Background: an optimization exercise with open tools, aiming at a short achievable clock period and few clock cycles. Do not read the settings as production practice.
At most, simulation tests tie the RTL to the original design; equivalence was not proved.
Only the layout flow was run in run 3; the RTL was not checked for function there.
No activity file was given, so power comes from the tool's default toggle rates.

$ cat flow/config.mk
export PLATFORM = sky130hd
export DESIGN_NAME = LC3
export DESIGN_NICKNAME = LC3
export VERILOG_FILES = /design/flow/design.v
export SDC_FILE = /design/flow/constraint.sdc
export NUM_CORES = 4
export LEC_CHECK = 0
export ABC_CLOCK_PERIOD_IN_PS = 2200
export CAP_MARGIN = 20
export CORE_MARGIN = 2
export CORE_UTILIZATION = 40
export SETUP_SLACK_MARGIN = 4.6
export SLEW_MARGIN = 20
$ cat flow/constraint.sdc
create_clock -name core_clock -period 7.0 [get_ports {clk}]
set_input_delay 1.4000 -clock core_clock [delete_from_list [all_inputs] [get_ports {clk}]]
set_output_delay 1.4000 -clock core_clock [all_outputs]
set_load 0.01 [all_outputs]
$ cat flow/run.sh
#!/bin/bash
# synth_recipe.tcl (not shown) runs the flow's synth.tcl, then flattens the netlist and writes it again
# the make line also repeats each setting of config.mk as NAME=value (left out here)
make -C /OpenROAD-flow-scripts/flow DESIGN_CONFIG=/design/flow/config.mk WORK_HOME=/design/flow/orfs CLKGATE_MAP_FILE= SYNTH_SCRIPT=/design/flow/synth_recipe.tcl finish
$ cat flow/design.v
`timescale 1ns / 1ps
module LC3(reset, clk, mem_addr, mem_wdata, mem_we, mem_rdata);
	input reset, clk;
	output [15:0] mem_addr, mem_wdata;
	output mem_we;
	input [15:0] mem_rdata;
	reg [15:0] R [0:7];
	reg fN, fZ, fP;
	reg [15:0] fpc;           
	reg ev;                   
	reg e_wr;                 
	reg e_setcc;              
	reg e_ld, e_st, e_br, e_jsr, e_jmp;
	reg [1:0] e_op;           
	reg [2:0] e_dr;
	reg [2:0] e_cc;           
	reg [15:0] e_a, e_b, e_sv, e_tgt;
	wire [15:0] alu = (e_op == 2'd0) ? e_a + e_b :
	                  (e_op == 2'd1) ? e_a & e_b : ~e_a;
	wire [15:0] wb = e_jsr ? fpc : alu;
	wire taken = (fN & e_cc[2]) | (fZ & e_cc[1]) | (fP & e_cc[0]);
	wire sel_tgt = ev & (e_ld | e_st | e_jsr | (e_br & taken));
	wire sel_a = ev & e_jmp;
	wire fetch = ~(ev & (e_ld | e_st));
	assign mem_addr = sel_tgt ? e_tgt : sel_a ? e_a : fpc;
	assign mem_wdata = e_sv;
	assign mem_we = ev & e_st;
	wire fwd_en = ev & e_wr;
	wire [15:0] ldv = mem_rdata;
	wire [15:0] ccv = e_ld ? ldv : alu;
	wire [15:0] ir = mem_rdata;
	wire [3:0] opc = ir[15:12];
	wire [15:0] s9 = {{7{ir[8]}}, ir[8:0]};
	wire [15:0] s11 = {{5{ir[10]}}, ir[10:0]};
	wire [15:0] s5 = {{11{ir[4]}}, ir[4:0]};
	wire [15:0] t9 = mem_addr + s9 + 16'd1;
	wire [15:0] t11 = mem_addr + s11 + 16'd1;
	function [15:0] rd;
		input [2:0] idx;
		begin
			rd = (fwd_en && e_dr == idx) ? wb : R[idx];
		end
	endfunction
	integer i;
	always @(posedge clk) begin
		if (reset) begin
			for (i = 0; i < 8; i = i + 1) R[i] <= 16'd0;
			fN <= 1'b0; fZ <= 1'b0; fP <= 1'b0;
			fpc <= 16'd0;
			ev <= 1'b0;
		end else begin
			if (ev & e_wr) R[e_dr] <= wb;
			if (ev & e_ld) R[e_dr] <= ldv;
			if (ev & (e_setcc | e_ld)) begin
				fN <= ccv[15];
				fZ <= (ccv == 16'd0);
				fP <= ~ccv[15] & (ccv != 16'd0);
			end
			ev <= fetch;
			if (fetch) fpc <= mem_addr + 16'd1;
		end
		e_setcc <= (opc == 4'b0001) | (opc == 4'b0101) | (opc == 4'b1001);
		e_wr <= (opc == 4'b0001) | (opc == 4'b0101) | (opc == 4'b1001) | (opc == 4'b0100);
		e_ld <= (opc == 4'b0010);
		e_st <= (opc == 4'b0011);
		e_br <= (opc == 4'b0000);
		e_jsr <= (opc == 4'b0100);
		e_jmp <= (opc == 4'b1100);
		e_op <= (opc == 4'b0001) ? 2'd0 : (opc == 4'b0101) ? 2'd1 : 2'd2;
		e_dr <= (opc == 4'b0100) ? 3'd7 : ir[11:9];
		e_cc <= ir[11:9];
		e_a <= rd(ir[8:6]);
		e_b <= ir[5] ? s5 : rd(ir[2:0]);
		e_sv <= rd(ir[11:9]);
		e_tgt <= (opc == 4'b0100) ? t11 : t9;
	end
endmodule
==> notes.md, run 1 <==
- Status: finished clean
- R2R depth: 17
- Mean Syn Cell Area: 10.9 µm²
- Worst EP required: 5600 ps
- CTS tree: built
- Critical path type: reg -> out
- Final worst slack: 3290 ps
- Clock skew: 33.8 ps
- Width of the die: 190 µm
- Post-route setup TNS: 0 ps
- Post-DP HPWL: 27,900 µm
- Number of enable flip-flop cells after synthesis: 128
- Worst-path maximum fanout: 6
- Tightest hold margin: 452 ps
- Seq/Total Area, Yosys: 42.2%
- Synth Net Count: 1,327
- Crit start category: flop
- Die area: 0.0361 mm²
- Initial antenna violation count: 0
- Root Buffer: clkbuf_16
- Per-cell routed wire length: 24.7 µm
- Die height: 190 µm
- TritonCTS Buffers: 26
- GRT Total Usage: 25.8%
- Synth warn: 1
- Hold Vio Cnt, Final: 0
- Starting DRT DRC Count: 933
- Final #Nets: 1,550
- Post-Place Setup Slack: 2460 ps
- Post-CTS Hold Fix Bufs: 0
- Crit path capture type: output port
- Worst slew margin: 47.4%
- Most common cell after layout, fill and taps aside: nor2_1
- Routed WL: 48,500 µm
- N_diodes: 0
- Number of global-route vias before repair: 11.3k
- Worst Max-Slew Pin Slew: 788 ps
- Final Setup Violations: 0
- Fin util: 57.5%
- Sink Count: 227
- Largest net degree at the start of global routing: 46
- Top Ports: 51
- Starting Density: 40.3%
- Core box area: 0.0343 mm²
- Max-slew violations: 0
- Global route overflow: 0
- Post-synth cell types: 83
- Most used DFF post-synth: edfxtp_1
- Path type of the worst min-delay path: reg -> reg
- Clock Latency Late Sink: 570 ps
- ANT nets after route: 0
- Worst EP arrival: 2310 ps
- Mapped cell area: 0.0138 mm²
- Max VDD drop: 0.181 mV
- # Max-Cap Violations: 0
- Reg clk slew, reported paths: 60 ps
- Vias per Instance: 5.94
- Static leakage: 7.62 nW
- Final Critical Period: 3710 ps
- First-pass GRT wire length: 69,900 µm
- Placer congestion estimate: 0.874
- Most frequent cells in the layout: 170 x nor2_1, 144 x buf_4, 128 x edfxtp_1
- F_max: 0.270 GHz
- Worst R2R End: e_tgt[14]$_DFF_P_
- Final worst-path cycle share: 53.0%
- Post-synthesis register bit count: 227
- First drt pass iteration count: 5
- I/O Buffers: 50
- DRC errors left: 0
- Worst r2r src: e_cc[1]$_DFF_P_
- Syn Inst Count: 1,266
- Asr flop ratio synth: 0%
- H-tree Lvls: 1
- Clock Path Buffers: 3
- R2R setup slack: 3380 ps
- Setup crit start: e_cc[1]$_DFF_P_
- Unrepaired setup endpoints after global routing: yes
- CP Capture Point: mem_addr[1]
- Vias: 11.7k
- Pwr Density: 221 mW/mm²
- # rows: 68
- Layout cells sized above 1: 45.4%
- Area Growth Syn to Fin: 42.8%
-- worst min-delay path by stage --
stage                     cells past startpoint       startpoint              end
after CTS                                     2  fZ$_SDFFE_PP0P_  fZ$_SDFFE_PP0P_
after global routing                          2  fZ$_SDFFE_PP0P_  fZ$_SDFFE_PP0P_
after detailed placement                      2  fZ$_SDFFE_PP0P_  fZ$_SDFFE_PP0P_
after global placement                        2  fZ$_SDFFE_PP0P_  fZ$_SDFFE_PP0P_
after floorplan                               2  fZ$_SDFFE_PP0P_  fZ$_SDFFE_PP0P_
final                                         2  fZ$_SDFFE_PP0P_  fZ$_SDFFE_PP0P_
-- flip-flops by register name, summed over array words and instances (netlist names), 2 cells and up --
register,count
R,128
e_a,16
e_b,16
e_sv,16
e_tgt,16
fpc,16
e_cc,3
e_dr,3
e_op,2
-- synth_stat cells, types with 5 or more instances --
cell type  instances  area share, %
a211oi_1          26            1.4
a21o_1             7           0.38
a21oi_1           65            2.4
and3_1             7           0.32
buf_1              5           0.14
buf_2              6           0.22
clkbuf_1          60            1.6
dfxtp_1           99             14
edfxtp_1         128             28
ha_1              41            3.7
inv_1             23           0.62
mux2_2            27            2.2
mux2i_1           58            4.2
mux4_2            96             16
nand2_1           90            2.4
nand2b_1          15           0.68
nand3_1           15           0.54
nor2_1           185            5.0
nor2b_1           22            1.0
nor3_1            31            1.1
nor3b_1            9           0.49
nor4_1            13           0.59
o211ai_1           5           0.27
o21ai_0           76            2.8
o21bai_1           5           0.27
or3_1             15           0.68
xnor2_1           23            1.5
xor2_1            17            1.1
-- worst max-delay path, stage by stage (launching register included) --
cell	delay (ps)
dfxtp_1	300
a222oi_1	330
buf_4	190
buf_4	100
buf_6	80
o21a_4	190
nor3_2	80
or2_4	300
inv_4	60
buf_6	90
-- cells by family (layout without fill, tap and decap cells) --
| logic type | count (synthesis) | after routing | synth area share (%) |
|---|---|---|---|
| simple gates | 433 | 433 | 15.1 |
| compound gates | 239 | 239 | 10.9 |
| flops | 227 | 227 | 42.2 |
| mux | 181 | 181 | 22.0 |
| buf+inv | 103 | 345 | 3.30 |
| fa+ha+maj | 43 | 43 | 4.00 |
| xor+xnor | 40 | 40 | 2.53 |
-- power breakdown --
| group | total [mW] | leakage [nW] | internal, mW | switching (mW) |
|---|---|---|---|---|
| Sequential | 1.62 | 2.16 | 1.52 | 0.0965 |
| Combinational | 1.34 | 5.05 | 0.663 | 0.679 |
| Clock | 1.39 | 0.416 | 0.814 | 0.580 |
| Total | 4.36 | 7.62 | 3.00 | 1.35 |
-- final cells by class --
cell class / count / area, µm²
Timing Repair Buffer: 274 / 2980
Clock inverter: 10 / 130
Clock buffer: 37 / 742
Fill cell: 2713 / 14600
Sequential cell: 227 / 5870
Inverter: 24 / 100
Multi-Input combinational cell: 936 / 9340
Tap cell: 455 / 569
-- timing repair --
item | CTS | global route
gates resized for setup | 371 | 124
setup endpoints to repair | 376 | 321
setup buffers | 130 | 67
pin swaps | 77 | 69
gates cloned | 8 | 3
-- metal layers --
layer | vias to the layer above | routed length, µm | track usage (%) | share of wire (%)
li1 | 5235 | - | - | -
met1 | 5826 | 18700 | 32.8 | 39
met2 | 498 | 24200 | 44.6 | 50
met3 | 105 | 3830 | 4.24 | 7.9
met4 | 0 | 1810 | 9.09 | 3.7
met5 | - | 0 | 0 | 0
-- through the flow --
step,power (mW),cell area (µm²),instances
after floorplan,2.30,15000,1266
after global routing,4.51,19700,1963
final,4.36,19700,1963
after global placement,2.56,15400,1708
after detailed placement,2.57,15400,1708
after CTS,4.22,18600,1893
Testbench counts, summed over its fixed seeds: cycles 82,095.
==> inputs of run 2 (changes only) <==
==> flow/config.mk (replaced) <==
export PLATFORM = sky130hd
export DESIGN_NAME = LC3
export DESIGN_NICKNAME = LC3
export VERILOG_FILES = /design/flow/design.v
export SDC_FILE = /design/flow/constraint.sdc
export NUM_CORES = 4
export LEC_CHECK = 0
export CAP_MARGIN = 20
export CORE_MARGIN = 2
export CORE_UTILIZATION = 40
export SLEW_MARGIN = 20
==> run 2 against run 1 <==
  * Routed wire length decreased by 17%
  * Still clean on timing, DRC and antenna
  * Largest cell class unchanged
  * Fmax decreased by 19%
  * Setup slack got worse by 880 ps
  * Sequential cell count unchanged
==> notes.md, run 2 <==
- Seq pwr share: 40.1% (+2.9 points)
- Pwr Density: 255 mW/mm² (+15%)
- Area Growth Syn to Fin: 12.9%
- Vias: 10.5k (-10%)
- Worst slew margin: 22.4% (-25 points)
- Hold Vio Cnt, Final: 0 (unchanged)
- Clock power share: 38.3% (+6.3 points)
- Crit path capture type: output port
- Largest net degree at the start of global routing: 40 (-13%)
- Status: finished clean
- Synth Net Count: 1,327 (unchanged)
- # Max-Cap Violations: 0 (unchanged)
- # rows: 68 (unchanged)
- N_diodes: 0 (unchanged)
- First drt pass iteration count: 7 (+2)
- I/O Buffers: 50 (unchanged)
- Die height: 190 µm (unchanged)
- Per-cell routed wire length: 22.8 µm (-7.7%)
- Post-route setup TNS: 0 ps (unchanged)
- Largest register FFs: 128 (unchanged)
- Placer congestion estimate: 0.885 (+1.3%)
- Number of enable flip-flop cells after synthesis: 128 (unchanged)
- Most frequent cells in the layout: 185 x nor2_1, 128 x edfxtp_1, 99 x dfxtp_1
- Final Setup Violations: 0 (unchanged)
- Most used DFF post-synth: edfxtp_1
- Initial antenna violation count: 0 (unchanged)
- Syn Inst Count: 1,266 (unchanged)
- Asr flop ratio synth: 0% (unchanged)
- TritonCTS Buffers: 27 (+3.8%)
- Cell Int Power: 2.83 mW (-5.8%)
- Met2 Track Usage GR: 36.8% (-7.8 points)
- Clock Path Buffers: 3 (unchanged)
- Final worst slack: 2410 ps (-884 ps)
- Top cells by count, synth: 185 x nor2_1, 128 x edfxtp_1, 99 x dfxtp_1, 96 x mux4_2, 90 x nand2_1
- Gr busiest metal: met2
- Max-slew violations: 0 (unchanged)
- Logic pwr share: 21.7% (-9.1 points)
- Final #Nets: 1,345 (-13%)
- Routed WL: 40,100 µm (-17%)
- Clock Latency Late Sink: 540 ps (-30 ps)
- Routing usage on met1: 30.6% (-2.2 points)
- Post-CTS Hold Fix Bufs: 0 (unchanged)
- Reg clk slew, reported paths: 60 ps (about the same)
- Path type of the worst min-delay path: reg -> reg
- Layout cells sized above 1: 16.9% (-28 points)
- Crit start category: flop
- CTS tree: built
- Cts repair resizes: 0 (-100%)
- Starting DRT DRC Count: 934 (+0.11%)
- Fin util: 45.5% (-12 points)
- Die area: 0.0361 mm² (unchanged)
- Clock skew: 14.7 ps (-19.1 ps)
- Post-synthesis register bit count: 227 (unchanged)
- Global route overflow: 0 (unchanged)
- Mapped cell area: 0.0138 mm² (unchanged)
- Tightest hold margin: 473 ps (+21.5 ps)
- H-tree Lvls: 1 (unchanged)
- Sink Count: 227 (unchanged)
- Synth warn: 1 (unchanged)
- Number of global-route vias before repair: 10.3k (-8.9%)
- Most common cell after layout, fill and taps aside: nor2_1
- Seq/Total Area, Yosys: 42.2% (unchanged)
- First-pass GRT wire length: 62,500 µm (-11%)
- Max VDD drop: 0.168 mV (-7.2%)
- Worst Max-Slew Pin Slew: 1160 ps (+376 ps)
- Setup repair bufs after CTS: 0 (-100%)
- Largest reg by FF count: R
- ANT nets after route: 0 (unchanged)
- Met3 Usage GRT: 3.34% (-0.90 points)
- F_max: 0.218 GHz (-19%)
- Root Buffer: clkbuf_16
- Worst EP required: 5600 ps (about the same)
- Post-Place Setup Slack: 2140 ps (-330 ps)
- Yosys top cell by area: edfxtp_1
- Unrepaired setup endpoints after global routing: no
- Top-count cell post-synth: nor2_1
- Final Critical Period: 4590 ps (+884 ps)
- Net Sw Frac: 28.9% (-2.2 points)
- Post-DP HPWL: 28,600 µm (+2.5%)
- Worst EP arrival: 3190 ps (+880 ps)
- Vias per Instance: 5.95 (about the same)
- Starting Density: 40.3% (unchanged)
- Post-synth cell types: 83 (unchanged)
- Top Ports: 51 (unchanged)
- DRC errors left: 0 (unchanged)
- Final worst-path cycle share: 65.6% (+13 points)
- Core box area: 0.0343 mm² (unchanged)
- Synth area leaders: edfxtp_1 28%, mux4_2 16%, dfxtp_1 14%
- Net switching power: 1.15 mW (-15%)
- Critical path type: reg -> out
- Static leakage: 5.90 nW (-23%)
- Width of the die: 190 µm (unchanged)
- GRT Total Usage: 22.5% (-3.4 points)
- Mean Syn Cell Area: 10.9 µm² (unchanged)
- Synth top area share: 27.8% (unchanged)
- Worst-path maximum fanout: 16 (+10)
run 2: path summary, 6_finish.rpt:
path                            slack [ps]           endpoint  cells after the start            start
worst max-delay path                  2410       mem_addr[15]                      5    ev$_SDFF_PP0_
worst min-delay path                   470    fZ$_SDFFE_PP0P_                      2  fZ$_SDFFE_PP0P_
worst max register to register        2580  e_tgt[15]$_DFF_P_                     12    ev$_SDFF_PP0_
worst min register to register         470    fZ$_SDFFE_PP0P_                      2  fZ$_SDFFE_PP0P_
run 2: worst max-delay path: stages, from the launching register on:
cell,delay (ps)
dfxtp_1,580
nand2_1,540
mux2_2,470
mux2i_1,330
inv_1,190
clkdlybuf4s50_1,540
run 2: cells by family (layout without fill, tap and decap cells):
group                    count (synthesis)  after routing  synth area share, %
AND/OR/NAND/NOR                        433            433                 15.1
AO/OA/AOI/OAI                          239            239                 10.9
flip-flops                             227            227                 42.2
multiplexers                           181            181                 22.0
buffers and inverters                  103            141                 3.30
adder cells (fa/ha/maj)                 43             43                 4.00
XOR/XNOR                                40             40                 2.53
run 2: cell type report:
class | instances | area, µm²
timing repair buffer | 68 | 601
tap | 455 | 569
sequential | 227 | 5830
fill | 3166 | 18700
multi-input combinational | 936 | 7560
clock inverter | 9 | 154
clock buffer | 40 | 808
inverter | 24 | 90.1
run 2: metrics by stage:
stage / power, mW / area (µm²) / std cells
floorplan: 2.18 / 13800 / 1266
finish: 3.97 / 15600 / 1759
CTS: 3.99 / 15600 / 1759
global placement: 2.47 / 14600 / 1710
global route: 4.14 / 15600 / 1759
detailed placement: 2.47 / 14600 / 1710
run 2: power by group through the flow:
stage | Combinational, mW | Clock (mW) | Sequential, mW
detailed placement | 0.853 | 0 | 1.62
floorplan | 0.592 | 0 | 1.59
global route | 0.940 | 1.59 | 1.61
global placement | 0.850 | 0 | 1.62
CTS | 0.858 | 1.54 | 1.59
finish | 0.862 | 1.52 | 1.59
run 2: metal layers:
metal	up-vias	wire length [µm]
met5	-	0
met4	0	1370
met3	94	2790
met2	390	18900
met1	5178	17000
li1	4796	-
==> inputs of run 3 (changes only) <==
==> flow/design.v (replaced) <==
`timescale 1ns / 1ps
module LC3(reset, clk, mem_addr, mem_wdata, mem_we, mem_rdata);
	input reset, clk;
	output [15:0] mem_addr, mem_wdata;
	output mem_we;
	input [15:0] mem_rdata;
	reg [15:0] R [0:7];
	reg fN, fZ, fP;
	reg [15:0] ma, mw;
	reg we;
	reg fv;                   
	reg [15:0] npc;           
	reg ev;                   
	reg e_setcc;              
	reg e_ld;
	reg [1:0] e_op;           
	reg [2:0] e_dr;
	reg [15:0] e_a, e_b;
	assign mem_addr = ma;
	assign mem_wdata = mw;
	assign mem_we = we;
	wire [15:0] alu = (e_op == 2'd0) ? e_a + e_b :
	                  (e_op == 2'd1) ? e_a & e_b :
	                  (e_op == 2'd2) ? ~e_a : e_a;
	wire e_wr = ev & ~e_ld;               
	wire aN = alu[15];
	wire aZ = (alu == 16'd0);
	wire cN = (ev & e_setcc) ? aN : fN;
	wire cZ = (ev & e_setcc) ? aZ : fZ;
	wire cP = (ev & e_setcc) ? (~aN & ~aZ) : fP;
	wire [15:0] ir = mem_rdata;
	wire [3:0] opc = ir[15:12];
	wire i_add = (opc == 4'b0001);
	wire i_and = (opc == 4'b0101);
	wire i_not = (opc == 4'b1001);
	wire i_br  = (opc == 4'b0000);
	wire i_ld  = (opc == 4'b0010);
	wire i_st  = (opc == 4'b0011);
	wire i_jsr = (opc == 4'b0100);
	wire i_jmp = (opc == 4'b1100);
	wire [15:0] s9 = {{7{ir[8]}}, ir[8:0]};
	wire [15:0] s11 = {{5{ir[10]}}, ir[10:0]};
	wire [15:0] s5 = {{11{ir[4]}}, ir[4:0]};
	wire [15:0] pc1 = ma + 16'd1;
	wire [15:0] t9 = pc1 + s9;
	wire [15:0] t11 = pc1 + s11;
	wire taken = (cN & ir[11]) | (cZ & ir[10]) | (cP & ir[9]);
	function [15:0] rd;
		input [2:0] idx;
		begin
			rd = (e_wr && e_dr == idx) ? alu : R[idx];
		end
	endfunction
	wire [15:0] base = rd(ir[8:6]);
	wire [15:0] nfetch = (i_ld | i_st | (i_br & taken)) ? t9 :
	                     i_jsr ? t11 :
	                     i_jmp ? base : pc1;
	integer i;
	always @(posedge clk) begin
		if (reset) begin
			for (i = 0; i < 8; i = i + 1) R[i] <= 16'd0;
			fN <= 1'b0; fZ <= 1'b0; fP <= 1'b0;
			ma <= 16'd0;
			we <= 1'b0;
			fv <= 1'b1;
			ev <= 1'b0;
		end else begin
			if (e_wr) R[e_dr] <= alu;
			if (ev & e_ld) R[e_dr] <= mem_rdata;
			if (ev & e_setcc) begin
				fN <= aN; fZ <= aZ; fP <= ~aN & ~aZ;
			end
			if (ev & e_ld) begin
				fN <= mem_rdata[15];
				fZ <= (mem_rdata == 16'd0);
				fP <= ~mem_rdata[15] & (mem_rdata != 16'd0);
			end
			if (fv) begin
				ma <= nfetch;
				we <= i_st;
				fv <= ~(i_ld | i_st);
				ev <= i_add | i_and | i_not | i_jsr | i_ld;
			end else begin
				ma <= npc;
				we <= 1'b0;
				fv <= 1'b1;
				ev <= 1'b0;
			end
		end
		npc <= pc1;
		mw <= rd(ir[11:9]);
		e_setcc <= i_add | i_and | i_not;
		e_ld <= i_ld;
		e_op <= i_add ? 2'd0 : i_and ? 2'd1 : i_not ? 2'd2 : 2'd3;
		e_dr <= i_jsr ? 3'd7 : ir[11:9];
		e_a <= i_jsr ? pc1 : base;
		e_b <= ir[5] ? s5 : rd(ir[2:0]);
	end
endmodule
--- a/flow/config.mk
+++ b/flow/config.mk
@@ -5,7 +5,9 @@
 export SDC_FILE = /design/flow/constraint.sdc
 export NUM_CORES = 4
 export LEC_CHECK = 0
+export ABC_CLOCK_PERIOD_IN_PS = 2200
 export CAP_MARGIN = 20
 export CORE_MARGIN = 2
 export CORE_UTILIZATION = 40
+export SETUP_SLACK_MARGIN = 4.6
 export SLEW_MARGIN = 20
==> run 3 against run 2 <==
  * Sequential cell count down 6
  * Global-route usage up 6.7 points
  * Sequential power down 3%
  * Sequential share of layout area down 9.2 points
  * Die area up 0.74%
  * Routed wire length up 35%
  * Fmax up 22%
  * Register-to-register slack better by 660 ps
  * Synthesized cell count up 3.4%
  * Clock power down 9%
  * Largest power group unchanged
==> notes.md, run 3 <==
- Status: finished clean
- Worst-path maximum fanout: 8 (-8)
- Vias: 12.5k (+20%)
- Hold path start: npc[3]$_DFF_P_
- Final Critical Period: 3760 ps (-828 ps)
- Die height: 191 µm (+0.37%)
- Yosys top cell by area: edfxtp_1
- Largest net degree at the start of global routing: 31 (-23%)
- Synth warn: 1 (unchanged)
- Crit start category: flop
- First-pass GRT wire length: 78,500 µm (+26%)
- Post-route setup TNS: 0 ps (unchanged)
- Placer congestion estimate: 0.861 (-2.6%)
- Most common cell after layout, fill and taps aside: nor2_1
- Worst Max-Slew Pin Slew: 932 ps (-231 ps)
- CP Capture Point: ma[2]$_SDFF_PP0_
- Static leakage: 7.63 nW (+29%)
- CTS tree: built
- Core box area: 0.0344 mm² (+0.25%)
- Total Power: 4.29 mW (+7.9%)
- Post-Place Setup Slack: 2350 ps (+217 ps)
- Path type of the worst min-delay path: reg -> reg
- Largest reg by FF count: R
- Most frequent cells in the layout: 182 x nor2_1, 128 x edfxtp_1, 97 x buf_4
- Reg clk slew, reported paths: 60 ps (about the same)
- Critical path type: reg -> reg
- Top cells by count, synth: 217 x nor2_1, 128 x edfxtp_1, 96 x mux4_2, 93 x dfxtp_1, 85 x nand2_1
- Clock skew: 27.2 ps (+12.5 ps)
- Final worst-path cycle share: 53.8% (-12 points)
- TritonCTS Buffers: 26 (-3.7%)
- Slowest cell on crit path: or4b_4
- Worst path max stage delay: 500 ps (-80 ps)
- Unrepaired setup endpoints after global routing: yes
- Worst R2R End: ma[2]$_SDFF_PP0_
- Post-DP HPWL: 30,100 µm (+5.2%)
- I/O Buffers: 50 (unchanged)
- Top-count cell post-synth: nor2_1
- ANT nets after route: 0 (unchanged)
- Synth area leaders: edfxtp_1 28%, mux4_2 16%, dfxtp_1 13%
- Clock Latency Late Sink: 550 ps (about the same)
- Max VDD drop: 0.170 mV (+0.84%)
- # Max-Cap Violations: 0 (unchanged)
- Starting DRT DRC Count: 1,317 (+41%)
- Syn Inst Count: 1,309 (+3.4%)
- Crit path buffers/inverters: 1 (-1)
- Final #Nets: 1,571 (+17%)
- Synth top area share: 27.6% (-0.21 points)
- Final Setup Violations: 0 (unchanged)
- Crit path max-delay family: compound AO/OA/AOI/OAI gates
- Die area: 0.0363 mm² (+0.74%)
- GRT Total Usage: 29.2% (+6.7 points)
- Layout cells sized above 1: 46.1% (+29 points)
- N_diodes: 0 (unchanged)
- Most used DFF post-synth: edfxtp_1
- Global route overflow: 0 (unchanged)
- Sink Count: 221 (-2.6%)
- Number of enable flip-flop cells after synthesis: 128 (unchanged)
- Clock Path Buffers: 3 (unchanged)
- Fin util: 59.5% (+14 points)
- R2R depth: 13 (+1)
- Worst slew margin: 36.6% (+14 points)
- Asr flop ratio synth: 0% (unchanged)
- Setup crit start: e_a[0]$_DFF_P_
- Root Buffer: clkbuf_16
- Area Growth Syn to Fin: 47.0%
- Crit path capture type: flop
- Worst r2r src: e_a[0]$_DFF_P_
- Pwr Density: 210 mW/mm² (-18%)
- H-tree Lvls: 1 (unchanged)
- Post-synth cell types: 75 (-9.6%)
- Post-synthesis register bit count: 221 (-2.6%)
- Final worst slack: 3240 ps (+828 ps)
- Mapped cell area: 0.0139 mm² (+0.75%)
- Hold Vio Cnt, Final: 0 (unchanged)
- DRC errors left: 0 (unchanged)
- Routed WL: 54,100 µm (+35%)
- Vias per Instance: 6.30 (+5.9%)
- Critical Path, Cell by Cell: ha_4, fa_2, a211oi_4, nor3_4, o31ai_4, a21oi_2, o211ai_1, buf_4, or4b_4, nor4b_4, a311oi_4, o31a_1, a22o_1
- Post-Place Cell Area: 0.0155 mm² (+6.1%)
- Width of the die: 191 µm (+0.37%)
- Final instance area: 0.0205 mm² (+31%)
- Worst EP required: 7440 ps (+1840 ps)
- F_max: 0.266 GHz (+22%)
- Number of global-route vias before repair: 12.4k (+21%)
- Critical Path Stages: 13 (+8)
- # rows: 68 (unchanged)
- Seq/Total Area, Yosys: 41.0% (-1.2 points)
- Starting Density: 40.5% (+0.20 points)
- Top Ports: 51 (unchanged)
- Synth Net Count: 1,367 (+3.0%)
- Worst EP arrival: 4200 ps (+1010 ps)
- Max-slew violations: 0 (unchanged)
- R2R setup slack: 3240 ps (+660 ps)
- Largest register FFs: 128 (unchanged)
- Initial antenna violation count: 0 (unchanged)
- Mean Syn Cell Area: 10.6 µm² (-2.6%)
- Per-cell routed wire length: 27.2 µm (+19%)
- First drt pass iteration count: 5 (-2)
run 3: report_power, final:
group          switching [mW]  leakage (nW)  internal (mW)
logic                   0.724          5.10          0.636
registers              0.0703          2.11           1.47
clock network           0.547         0.423          0.845
total                    1.34          7.63           2.95
run 3: layout make-up:
type | count | area (µm²)
inverter | 21 | 83.8
fill | 2671 | 13900
timing repair buffer | 257 | 3350
clock inverter | 16 | 179
tap | 455 | 569
sequential | 221 | 5760
clock buffer | 31 | 691
multi-input combinational | 986 | 9830
run 3: metal layers:
layer  vias up  track usage (%)  routed length, µm
met5         -                0                  0
met4         0             17.6               3730
met3       238             4.12               4780
met2       735             49.1              26000
met1      6164             35.6              19500
li1       5374                -                  -
run 3: worst min path at each step:
stage / endpoint / slack [ps] / depth (start not counted)
after floorplan: ma[3]$_SDFF_PP0_ / 400 / 2
after detailed placement: ma[3]$_SDFF_PP0_ / 420 / 2
after CTS: ma[0]$_SDFF_PP0_ / 450 / 2
after global routing: ma[3]$_SDFF_PP0_ / 470 / 2
after global placement: ma[4]$_SDFF_PP0_ / 420 / 2
final: ma[3]$_SDFF_PP0_ / 440 / 2
run 3: cells by family after synthesis:
kind of cell / after synthesis / synth area share [%]
mux: 169 / 20.9
flops: 221 / 41.0
fa+ha+maj: 40 / 3.70
buf+inv: 102 / 2.91
compound gates: 253 / 12.0
simple gates: 463 / 15.7
xor+xnor: 61 / 3.84
run 3: repair_timing:
item | 4_1_cts | 5_1_grt
pin swaps | 61 | 47
setup endpoints to repair | 362 | 346
hold endpoints to repair | 0 | 0
cloned | 22 | 2
hold buffers | 0 | 0
gates resized for setup | 477 | 122
setup buffers | 130 | 32
run 3: tightest hold or removal path: stages, from the launching register on:
cell     delay, ps
dfxtp_1        300
nand2_1         50
o21ai_1         50
run 3: stage by stage:
stage	std cells	hold WS [ps]
after floorplan	1309	401
after global placement	1754	422
after detailed placement	1754	422
after CTS	1953	448
after global routing	1987	466
final	1987	436
==> inputs of run 4 (changes only) <==
--- a/flow/design.v
+++ b/flow/design.v
@@ -4,6 +4,25 @@
 	output [15:0] mem_addr, mem_wdata;
 	output mem_we;
 	input [15:0] mem_rdata;
+	function [16:0] ks16;
+		input [15:0] a, b;
+		input cin;
+		reg [15:0] g, p, G, P;
+		integer i, d;
+		begin
+			g = a & b;
+			p = a ^ b;
+			G = g;
+			P = p;
+			G[0] = g[0] | (p[0] & cin);
+			for (d = 1; d < 16; d = d * 2)
+				for (i = 15; i >= d; i = i - 1) begin
+					G[i] = G[i] | (P[i] & G[i-d]);
+					P[i] = P[i] & P[i-d];
+				end
+			ks16 = {G[15], p ^ {G[14:0], cin}};
+		end
+	endfunction
 	reg [15:0] R [0:7];
 	reg fN, fZ, fP;
 	reg [15:0] ma, mw;
@@ -19,12 +38,16 @@
 	assign mem_addr = ma;
 	assign mem_wdata = mw;
 	assign mem_we = we;
-	wire [15:0] alu = (e_op == 2'd0) ? e_a + e_b :
+	wire [16:0] sum = ks16(e_a, e_b, 1'b0);
+	wire [15:0] alu = (e_op == 2'd0) ? sum[15:0] :
 	                  (e_op == 2'd1) ? e_a & e_b :
 	                  (e_op == 2'd2) ? ~e_a : e_a;
 	wire e_wr = ev & ~e_ld;               
+	wire zadd = &((e_a ^ e_b) ~^ {e_a[14:0] | e_b[14:0], 1'b0});
 	wire aN = alu[15];
-	wire aZ = (alu == 16'd0);
+	wire aZ = (e_op == 2'd0) ? zadd :
+	          (e_op == 2'd1) ? ~|(e_a & e_b) :
+	          (e_op == 2'd2) ? &e_a : ~|e_a;
 	wire cN = (ev & e_setcc) ? aN : fN;
 	wire cZ = (ev & e_setcc) ? aZ : fZ;
 	wire cP = (ev & e_setcc) ? (~aN & ~aZ) : fP;
@@ -38,12 +61,19 @@
 	wire i_st  = (opc == 4'b0011);
 	wire i_jsr = (opc == 4'b0100);
 	wire i_jmp = (opc == 4'b1100);
-	wire [15:0] s9 = {{7{ir[8]}}, ir[8:0]};
-	wire [15:0] s11 = {{5{ir[10]}}, ir[10:0]};
 	wire [15:0] s5 = {{11{ir[4]}}, ir[4:0]};
-	wire [15:0] pc1 = ma + 16'd1;
-	wire [15:0] t9 = pc1 + s9;
-	wire [15:0] t11 = pc1 + s11;
+	wire [16:0] pc1x = ks16(ma, 16'd0, 1'b1);
+	wire [15:0] pc1 = pc1x[15:0];
+	wire [16:0] hi_inc = ks16({9'd0, ma[15:9]}, 16'd0, 1'b1);
+	wire [16:0] hi_dec = ks16({9'd0, ma[15:9]}, 16'hffff, 1'b0);
+	wire [16:0] lo9 = ks16({7'd0, ma[8:0]}, {7'd0, ir[8:0]}, 1'b1);
+	wire [6:0] t9hi = (ir[8] == lo9[9]) ? ma[15:9] : lo9[9] ? hi_inc[6:0] : hi_dec[6:0];
+	wire [15:0] t9 = {t9hi, lo9[8:0]};
+	wire [16:0] h5_inc = ks16({11'd0, ma[15:11]}, 16'd0, 1'b1);
+	wire [16:0] h5_dec = ks16({11'd0, ma[15:11]}, 16'hffff, 1'b0);
+	wire [16:0] lo11 = ks16({5'd0, ma[10:0]}, {5'd0, ir[10:0]}, 1'b1);
+	wire [4:0] t11hi = (ir[10] == lo11[11]) ? ma[15:11] : lo11[11] ? h5_inc[4:0] : h5_dec[4:0];
+	wire [15:0] t11 = {t11hi, lo11[10:0]};
 	wire taken = (cN & ir[11]) | (cZ & ir[10]) | (cP & ir[9]);
 	function [15:0] rd;
 		input [2:0] idx;
@@ -52,9 +82,10 @@
 		end
 	endfunction
 	wire [15:0] base = rd(ir[8:6]);
-	wire [15:0] nfetch = (i_ld | i_st | (i_br & taken)) ? t9 :
-	                     i_jsr ? t11 :
-	                     i_jmp ? base : pc1;
+	wire [15:0] nobr = i_jmp ? base :
+	                   i_jsr ? t11 :
+	                   (i_ld | i_st) ? t9 : pc1;
+	wire [15:0] nfetch = (i_br & taken) ? t9 : nobr;
 	integer i;
 	always @(posedge clk) begin
 		if (reset) begin
==> run 4 against run 3 <==
  * Routed wire length is 3.2% higher
  * Critical path depth stayed put
  * Core utilization is 0.24 points higher
  * Critical path type is now in -> reg
  * Non-clock buffer count is 26 higher
==> notes.md, run 4 <==
- Final #Nets: 1,677 (+6.7%)
- Clock skew: 15.6 ps (-11.6 ps)
- Net Sw Frac: 32.9% (+1.6 points)
- Top-count cell post-synth: nor2_1
- Core box area: 0.0354 mm² (+3.0%)
- Worst path max stage delay: 340 ps (-160 ps)
- Post-synthesis register bit count: 221 (unchanged)
- R2R depth: 14 (+1)
- Worst r2r src: e_b[2]$_DFF_P_
- F_max: 0.307 GHz (+15%)
- First-pass GRT wire length: 79,400 µm (+1.2%)
- Synth warn: 1 (unchanged)
- Tightest hold margin: 429 ps (-6.86 ps)
- Clock power share: 31.8% (-0.7 points)
- Reg clk slew, reported paths: 60 ps (about the same)
- Number of global-route vias before repair: 12.4k (-0.51%)
- TritonCTS Buffers: 27 (+3.8%)
- Max VDD drop: 0.187 mV (+10%)
- Unrepaired setup endpoints after global routing: yes
- Largest reg by FF count: R
- Mean Syn Cell Area: 10.3 µm² (-2.8%)
- Fill cells: 2,802 (+4.9%)
- Hold Vio Cnt, Final: 0 (unchanged)
- Critical Path, Cell by Cell: buf_12, buf_12, ha_4, o21a_1, o31a_1, o31a_1, o211a_1, nor3_2, o211ai_1, buf_4, and2_4, a31o_1, a31oi_1
- Status: finished clean
- Logic pwr share: 33.4% (+1.7 points)
- H-tree Lvls: 1 (unchanged)
- DRC errors left: 0 (unchanged)
- Total Power: 4.47 mW (+4.2%)
- Crit start category: input pin
- Vias: 12.8k (+2.4%)
- N_diodes: 0 (unchanged)
- Worst-path maximum fanout: 8 (unchanged)
- GRT Total Usage: 29.1% (-0.12 points)
- Worst EP arrival: 3750 ps (-450 ps)
- Crit path capture type: flop
- I/O Buffers: 50 (unchanged)
- Max-slew violations: 0 (unchanged)
- Starting Density: 40.4% (-0.14 points)
- Asr flop ratio synth: 0% (unchanged)
- Worst R2R End: ma[12]$_SDFFE_PP0P_
- Synth area leaders: edfxtp_1 27%, mux4_2 15%, dfxtp_1 13%
- Post-DP HPWL: 30,900 µm (+2.8%)
- CP Capture Point: ma[13]$_SDFFE_PP0P_
- Post-synth cell types: 75 (unchanged)
- Post-Place Cell Area: 0.0159 mm² (+2.1%)
- Final instance area: 0.0212 mm² (+3.4%)
- Slowest cell on crit path: o31a_1
- Most common cell after layout, fill and taps aside: nor2_1
- Setup crit start: mem_rdata[2]
- Final worst-path cycle share: 46.6% (-7.2 points)
- Net switching power: 1.47 mW (+9.6%)
- Post-Place Setup Slack: 1960 ps (-396 ps)
- Initial antenna violation count: 0 (unchanged)
- Final Setup Violations: 0 (unchanged)
- # Max-Cap Violations: 0 (unchanged)
- Largest register FFs: 128 (unchanged)
- FF+latch area: 0.00583 mm² (+1.2%)
- Hold path start: npc[1]$_DFF_P_
- Post-route setup TNS: 0 ps (unchanged)
- Multi-input gate area in the final layout: 0.0104 mm² (+5.5%)
- # rows: 69 (+1.5%)
- Per-cell routed wire length: 26.7 µm (-2.0%)
- Worst Max-Slew Pin Slew: 786 ps (-146 ps)
- Area Growth Syn to Fin: 48.1%
- Top Ports: 51 (unchanged)
- Layout cells sized above 1: 50.0% (+3.9 points)
- Clock Path Buffers: 3 (unchanged)
- Vias per Instance: 6.12 (-2.7%)
- CTS tree: built
- Routed WL: 55,800 µm (+3.2%)
- Placer congestion estimate: 0.897 (+4.2%)
- Seq/Total Area, Yosys: 39.9% (-1.0 points)
- Final Critical Period: 3260 ps (-502 ps)
- Final worst slack: 3740 ps (+502 ps)
- Yosys top cell by area: edfxtp_1
- Syn Inst Count: 1,382 (+5.6%)
- Sink Count: 221 (unchanged)
- Root Buffer: clkbuf_16
- Most frequent cells in the layout: 156 x nor2_1, 130 x buf_4, 128 x edfxtp_1
- Worst EP required: 7490 ps (+50 ps)
- Seq pwr share: 34.7% (-1.2 points)
- R2R setup slack: 3990 ps (+750 ps)
- Post-CTS Hold Fix Bufs: 0 (unchanged)
- Global route overflow: 0 (unchanged)
- Cell Int Power: 3.00 mW (+1.7%)
- Most used DFF post-synth: edfxtp_1
- Static leakage: 8.01 nW (+5.0%)
- Die area: 0.0372 mm² (+2.6%)
- Number of enable flip-flop cells after synthesis: 128 (unchanged)
- Top cells by count, synth: 209 x nor2_1, 128 x edfxtp_1, 96 x mux4_2, 96 x nand2_1, 93 x dfxtp_1
- Starting DRT DRC Count: 1,284 (-2.5%)
- Pwr Density: 211 mW/mm² (+0.77%)
- Die height: 193 µm (+1.3%)
- ANT nets after route: 0 (unchanged)
- Critical path type: in -> reg
- Path type of the worst min-delay path: reg -> reg
- Clock Latency Late Sink: 570 ps (+20 ps)
- Worst slew margin: 47.5% (+11 points)
- First drt pass iteration count: 6 (+1)
- Synth top area share: 26.9% (-0.70 points)
- Synth Net Count: 1,449 (+6.0%)
- Largest net degree at the start of global routing: 53 (+71%)
- Mapped cell area: 0.0143 mm² (+2.6%)
- Width of the die: 193 µm (+1.3%)
==> run 4: cell count changes after synthesis, sizes merged, moves of 9 or more <==
cell / previous run / this run
inv: 19 / 55
o21a: 1 / 17
clkbuf: 56 / 69
o21ai: 66 / 78
nand2: 85 / 96
nand2b: 18 / 7
ha: 38 / 47
==> run 4: cell type report <==
type,instances,share of cell area (%)
Inverter,57,1.25
Sequential cell,221,27.6
Clock buffer,33,3.39
Clock inverter,17,0.798
Tap cell,461,2.73
Multi-Input combinational cell,1020,49.0
Timing Repair Buffer,283,15.3
==> run 4: critical path: cells and delay by family <==
kind | cells | cell delay (ps)
AOI/OAI and AO/OA | 7 | 1380
buffers and inverters | 3 | 400
and+or+nand+nor | 2 | 330
adders and majority gates | 1 | 230
==> run 4: cell families (layout without fill, tap and decap cells) <==
group           Yosys count  after routing  share of synthesized area (%)
simple gates            444            448                           14.1
compound gates          290            290                           13.4
flops                   221            221                           39.9
mux                     160            160                           19.8
buf+inv                 145            390                           3.96
xor+xnor                 73             73                           4.47
fa+ha+maj                49             49                           4.40
==> run 4: power by group through the flow <==
stage / Clock [mW] / Combinational (mW) / Sequential (mW)
floorplan: 0 / 0.681 / 1.55
global route: 1.49 / 1.57 / 1.56
global placement: 0 / 0.935 / 1.57
CTS: 1.43 / 1.26 / 1.54
finish: 1.42 / 1.49 / 1.55
detailed placement: 0 / 0.938 / 1.57
==> run 4: routing by layer <==
| layer | wire, µm | GRT usage [%] | vias up |
|---|---|---|---|
| met5 | 0 | 0 | - |
| met2 | 27200 | 48.6 | 681 |
| met3 | 5030 | 4.63 | 149 |
| met1 | 21000 | 37.8 | 6346 |
| met4 | 2540 | 11.8 | 0 |
| li1 | - | - | 5635 |
==> run 4: what timing repair did <==
action                                  in CTS  in global routing
endpoints found under the setup margin     364                226
pin swaps                                  119                112
setup buffers                              129                 66
gates cloned                                19                  2
resized for setup                          538                239
==> run 4: per-stage QoR <==
stage                     instances  util, %
after global placement         1826     44.8
after detailed placement       1826     44.8
after global routing           2092     59.8
after CTS                      2024     55.6
final                          2092     59.8
after floorplan                1382        -
==> run 4: how the worst min path moves through the flow <==
stage                                  end  slack [ps]  depth (start not counted)
after floorplan           ma[0]$_SDFF_PP0_         400                          2
after global placement    ma[0]$_SDFF_PP0_         420                          2
after detailed placement  ma[0]$_SDFF_PP0_         420                          2
after CTS                 ma[1]$_SDFF_PP0_         430                          2
after global routing      ma[1]$_SDFF_PP0_         460                          2
final                     ma[1]$_SDFF_PP0_         430                          2
Testbench counts of run 4, summed over its fixed seeds: cycles 82,095.

==> what the ideal ports hide <==
No port has a modelled driver above. Below, the same layouts with a new extraction and two added sets of constraints.
Step 1: set_driving_cell puts a clkbuf_16 on clk and a buf_2 on each other input, an assumption about the parent block.
Step 2 also shifts input and output timing later by t, the mid clock arrival at the registers, as if the neighbouring blocks saw the same clock.
Slacks: ideal ports / drivers / drivers and shift; pairs: ideal ports / drivers.
run | shift t [ns] | slack for setup (ns) | worst register clock-pin slew, ns
run 1 | 0.605 | 3.292 / 3.240 / 3.055 | 0.07 / 0.07
run 2 | 0.585 | 2.408 / 2.357 / 2.125 | 0.06 / 0.06
run 3 | 0.585 | 3.236 / 3.236 / 2.762 | 0.07 / 0.07
run 4 | 0.614 | 3.738 / 3.745 / 3.131 | 0.07 / 0.07
After both steps every run listed still meets setup and hold. The setup slack of run 4, which loses most, moves by +0.007 ns with the drivers and by -0.607 ns with both steps.
